This is an optimization exercise on Yosys and OpenROAD, whose aim is small area, not a production implementation. The RTL was checked by simulation tests, not by an equivalence proof against the original design. Power figures rest on the tool's default switching activity, not on a simulated workload.

## run A
==> flow/design.v (excerpt) <==
module rms_peak_axis #(
    parameter integer C_S_AXI_DATA_WIDTH = 32,
    parameter integer C_S_AXI_ADDR_WIDTH = 4,
    parameter integer AUDIO_WIDTH        = 16,
    parameter integer ALPHA_WIDTH        = 16,
    parameter integer CORE_LATENCY       = 3
)(
    input  wire aclk,
    input  wire aresetn,
    input  wire [31:0] s_axis_tdata,
    input  wire        s_axis_tlast,
    input  wire        s_axis_tvalid,
    output wire        s_axis_tready,
    output wire [31:0] m_axis_tdata,
    output wire        m_axis_tlast,
    output wire        m_axis_tvalid,
    input  wire        m_axis_tready,
    input  wire [C_S_AXI_ADDR_WIDTH-1:0] s_axi_awaddr,
    input  wire                          s_axi_awvalid,
    output wire                          s_axi_awready,
    input  wire [C_S_AXI_DATA_WIDTH-1:0] s_axi_wdata,
    input  wire [3:0]                    s_axi_wstrb,
    input  wire                          s_axi_wvalid,
    output wire                          s_axi_wready,
    output wire [1:0]                    s_axi_bresp,
    output wire                          s_axi_bvalid,
    input  wire                          s_axi_bready,
    input  wire [C_S_AXI_ADDR_WIDTH-1:0] s_axi_araddr,
    input  wire                          s_axi_arvalid,
    output wire                          s_axi_arready,
    output wire [C_S_AXI_DATA_WIDTH-1:0] s_axi_rdata,
    output wire [1:0]                    s_axi_rresp,
    output wire                          s_axi_rvalid,
    input  wire                          s_axi_rready
);
==> flow/config.mk <==
export PLATFORM = sky130hd
export DESIGN_NAME = rms_peak_axis
export DESIGN_NICKNAME = rms_peak_axis
export VERILOG_FILES = /design/flow/design.v
export SDC_FILE = /design/flow/constraint.sdc
export NUM_CORES = 4
export LEC_CHECK = 0
export ABC_AREA = 1
export CAP_MARGIN = 20
export CORE_MARGIN = 2
export CORE_UTILIZATION = 60
export SLEW_MARGIN = 20
==> flow/constraint.sdc <==
create_clock -name core_clock -period 12.0 [get_ports {aclk}]
set_input_delay 2.4000 -clock core_clock [delete_from_list [all_inputs] [get_ports {aclk}]]
set_output_delay 2.4000 -clock core_clock [all_outputs]
set_load 0.01 [all_outputs]
standard.sh (not shown) runs the stock make flow with config.mk's settings and CLKGATE_MAP_FILE= SYNTH_SCRIPT=/design/flow/synth_recipe.tcl, a recipe that flattens the netlist after the stock synthesis.
==> flow/flow/run.sh <==
#!/bin/bash
# Standard ORFS layout (the standard.sh, standard synthesis unchanged) with
# three changes: port buffers are the smallest buffer (buf_1) instead of the
# delay cell buffer_ports picks by default, CTS uses clkbuf_4 in leaf clusters of at most 8 sinks and inserts no dummy
# clock loads. Each make step logs to orfs/logs/...; make's own output goes to
# flow_make.log.
set -euo pipefail
bash standard.sh \
  'BUFFER_PORTS_ARGS=-buffer_cell sky130_fd_sc_hd__buf_1' \
  'CTS_ARGS=-sink_clustering_enable -repair_clock_nets -dont_use_dummy_load -buf_list sky130_fd_sc_hd__clkbuf_4 -sink_clustering_size 8 -sink_clustering_max_diameter 50' \
  finish > flow_make.log 2>&1
Run A finished every step from synthesis to the final layout, and the layout passed the timing, DRC and antenna checks.
The inputs of run B differ from those of run A as listed below.
- CORE_UTILIZATION now 40, was 60
==> flow/run.sh (new file) <==
#!/bin/bash
# synth_recipe.tcl (not shown) runs the flow's synth.tcl, then flattens the netlist and writes it again
# the make line also repeats each setting of config.mk as NAME=value (left out here)
make -C /OpenROAD-flow-scripts/flow DESIGN_CONFIG=/design/flow/config.mk WORK_HOME=/design/flow/orfs CLKGATE_MAP_FILE= SYNTH_SCRIPT=/design/flow/synth_recipe.tcl finish
removed: flow/flow/run.sh
removed: flow/standard.sh
Results
Run B finished every step from synthesis to the final layout, and the layout passed the timing, DRC and antenna checks.
Run B vs run A: y dimension of the die up
Wire length per cell after detailed routing: run B vs run A — no meaningful difference
Going from run A to run B, the proportion of power drawn by combinational gates was found to have gone down by 5.5 points.
Input changes introduced in run C (baseline for comparison: run B):
- CORE_UTILIZATION changed from 40 to 60
==> flow/flow/run.sh (new file) <==
#!/bin/bash
# Standard ORFS layout (the standard.sh, standard synthesis unchanged) with
# three changes: port buffers are the smallest buffer (buf_1) instead of the
# delay cell buffer_ports picks by default, CTS uses sky130_fd_sc_hd__clkbuf_8 and inserts no dummy
# clock loads. Each make step logs to orfs/logs/...; make's own output goes to
# flow_make.log.
set -euo pipefail
bash standard.sh \
  'BUFFER_PORTS_ARGS=-buffer_cell sky130_fd_sc_hd__buf_1' \
  'CTS_ARGS=-sink_clustering_enable -repair_clock_nets -dont_use_dummy_load -buf_list sky130_fd_sc_hd__clkbuf_8' \
  finish > flow_make.log 2>&1
==> flow/standard.sh (new file) <==
#!/bin/bash
# synth_recipe.tcl (not shown) runs the flow's synth.tcl, then flattens the netlist and writes it again
# the make line also repeats each setting of config.mk as NAME=value (left out here)
make -C /OpenROAD-flow-scripts/flow DESIGN_CONFIG=/design/flow/config.mk WORK_HOME=/design/flow/orfs CLKGATE_MAP_FILE= SYNTH_SCRIPT=/design/flow/synth_recipe.tcl "${@:-finish}"
removed: flow/run.sh
Notes after the runs:
- Against run B, run C comes in 340 uW lower on final total power.
- Run C vs. run B: die area went down by 33%.
- Period utilization: higher on run B
- Note that the cell-internal power recorded for run C amounts to 0.916 times the value seen in run B.
> inputs changed (run C -> run D)
--- a/flow/flow/run.sh
+++ b/flow/flow/run.sh
@@ -4 +4 @@
-# delay cell buffer_ports picks by default, CTS uses sky130_fd_sc_hd__clkbuf_8 and inserts no dummy
+# delay cell buffer_ports picks by default, CTS uses sky130_fd_sc_hd__clkbuf_4 and inserts no dummy
@@ -10 +10 @@
-  'CTS_ARGS=-sink_clustering_enable -repair_clock_nets -dont_use_dummy_load -buf_list sky130_fd_sc_hd__clkbuf_8' \
+  'CTS_ARGS=-sink_clustering_enable -repair_clock_nets -dont_use_dummy_load -buf_list sky130_fd_sc_hd__clkbuf_4' \
- Delta (run D minus run C): internal power summed over all cells now sits lower, time the final worst path needs with I/O delays and setup now sits lower, power density over the cells now sits lower, fraction of power spent switching nets now sits higher, post-route met1 wirelength now sits higher.
- Diff run C -> run D: length of routed met3 wiring decreased 5.9%, setup slack went up, count of clock-net buffers in the final layout increased by 26 relative to the old numbers, total via count in the routed design grew by 98.
- The core of run D is less densely filled than that of run C.
[inputs] run E vs run D
- CTS_BUF_LIST: unset -> sky130_fd_sc_hd__clkbuf_4
==> flow/run.sh (new file) <==
#!/bin/bash
# synth_recipe.tcl (not shown) runs the flow's synth.tcl, then flattens the netlist and writes it again
# the make line also repeats each setting of config.mk as NAME=value (left out here)
make -C /OpenROAD-flow-scripts/flow DESIGN_CONFIG=/design/flow/config.mk WORK_HOME=/design/flow/orfs CLKGATE_MAP_FILE= SYNTH_SCRIPT=/design/flow/synth_recipe.tcl finish
removed: flow/flow/run.sh
removed: flow/standard.sh
--- outcome ---
Diff run D -> run E | design area | increase of 5.3%. In run E, the relative contribution of sequential cells to total power came out 0.7 points below the value in run D. Run E reached the end of the flow, and the finished layout is clean on the timing, DRC and antenna checks. Cmp run E and run D / total power / lower: run D. Comparing the two runs side by side, run E comes out behind run D on cell internal power dissipation. Clock transition time at the flip-flop clock pins of the worst setup and hold paths: run D vs run E — no meaningful difference. From run D to run E the numbers moved as follows: areal power density over the cells decreased about 0.8%, worst-case setup margin in the final layout saw a decrease, overall routed net length picked up an extra 1.8%, maximum root-to-sink buffer count closely matched the old numbers. Run E: number of clock-tree buffers in the layout is about 38% higher than what run D reported.

-- port drivers added, routing unchanged --
No port has a modelled driver above. Below, the same layouts with a new extraction and two added sets of constraints. Step 1, drivers: a clkbuf_16 drives aclk and a buf_2 each remaining input, both assumed. Step 2 also shifts input and output timing later by t, the mid clock arrival at the registers, as if the neighbouring blocks saw the same clock. Three values: ideal ports, drivers, drivers and shift; two values: the first two.
run | t, ns | setup WS [ns] | worst setup path after step 2 | slew at the worst register clock pin (ns) | worst data-port slew with drivers (ns)
run A | 0.779 | 1.549 / 1.576 / 0.797 | input to register | 0.09 / 0.09 | 0.05
run B | 0.647 | 1.278 / 1.315 / 0.668 | input to register | 0.07 / 0.07 | 0.06
run C | 0.651 | 1.372 / 1.405 / 0.754 | input to register | 0.06 / 0.06 | 0.05
run D | 0.798 | 1.545 / 1.575 / 0.776 | input to register | 0.07 / 0.07 | 0.05
run E | 0.843 | 1.455 / 1.481 / 0.638 | input to register | 0.07 / 0.07 | 0.05
After both steps every run listed still meets setup and hold. For run E, which loses most, drivers alone change the setup slack by +0.026 ns; drivers and shift together by -0.817 ns.
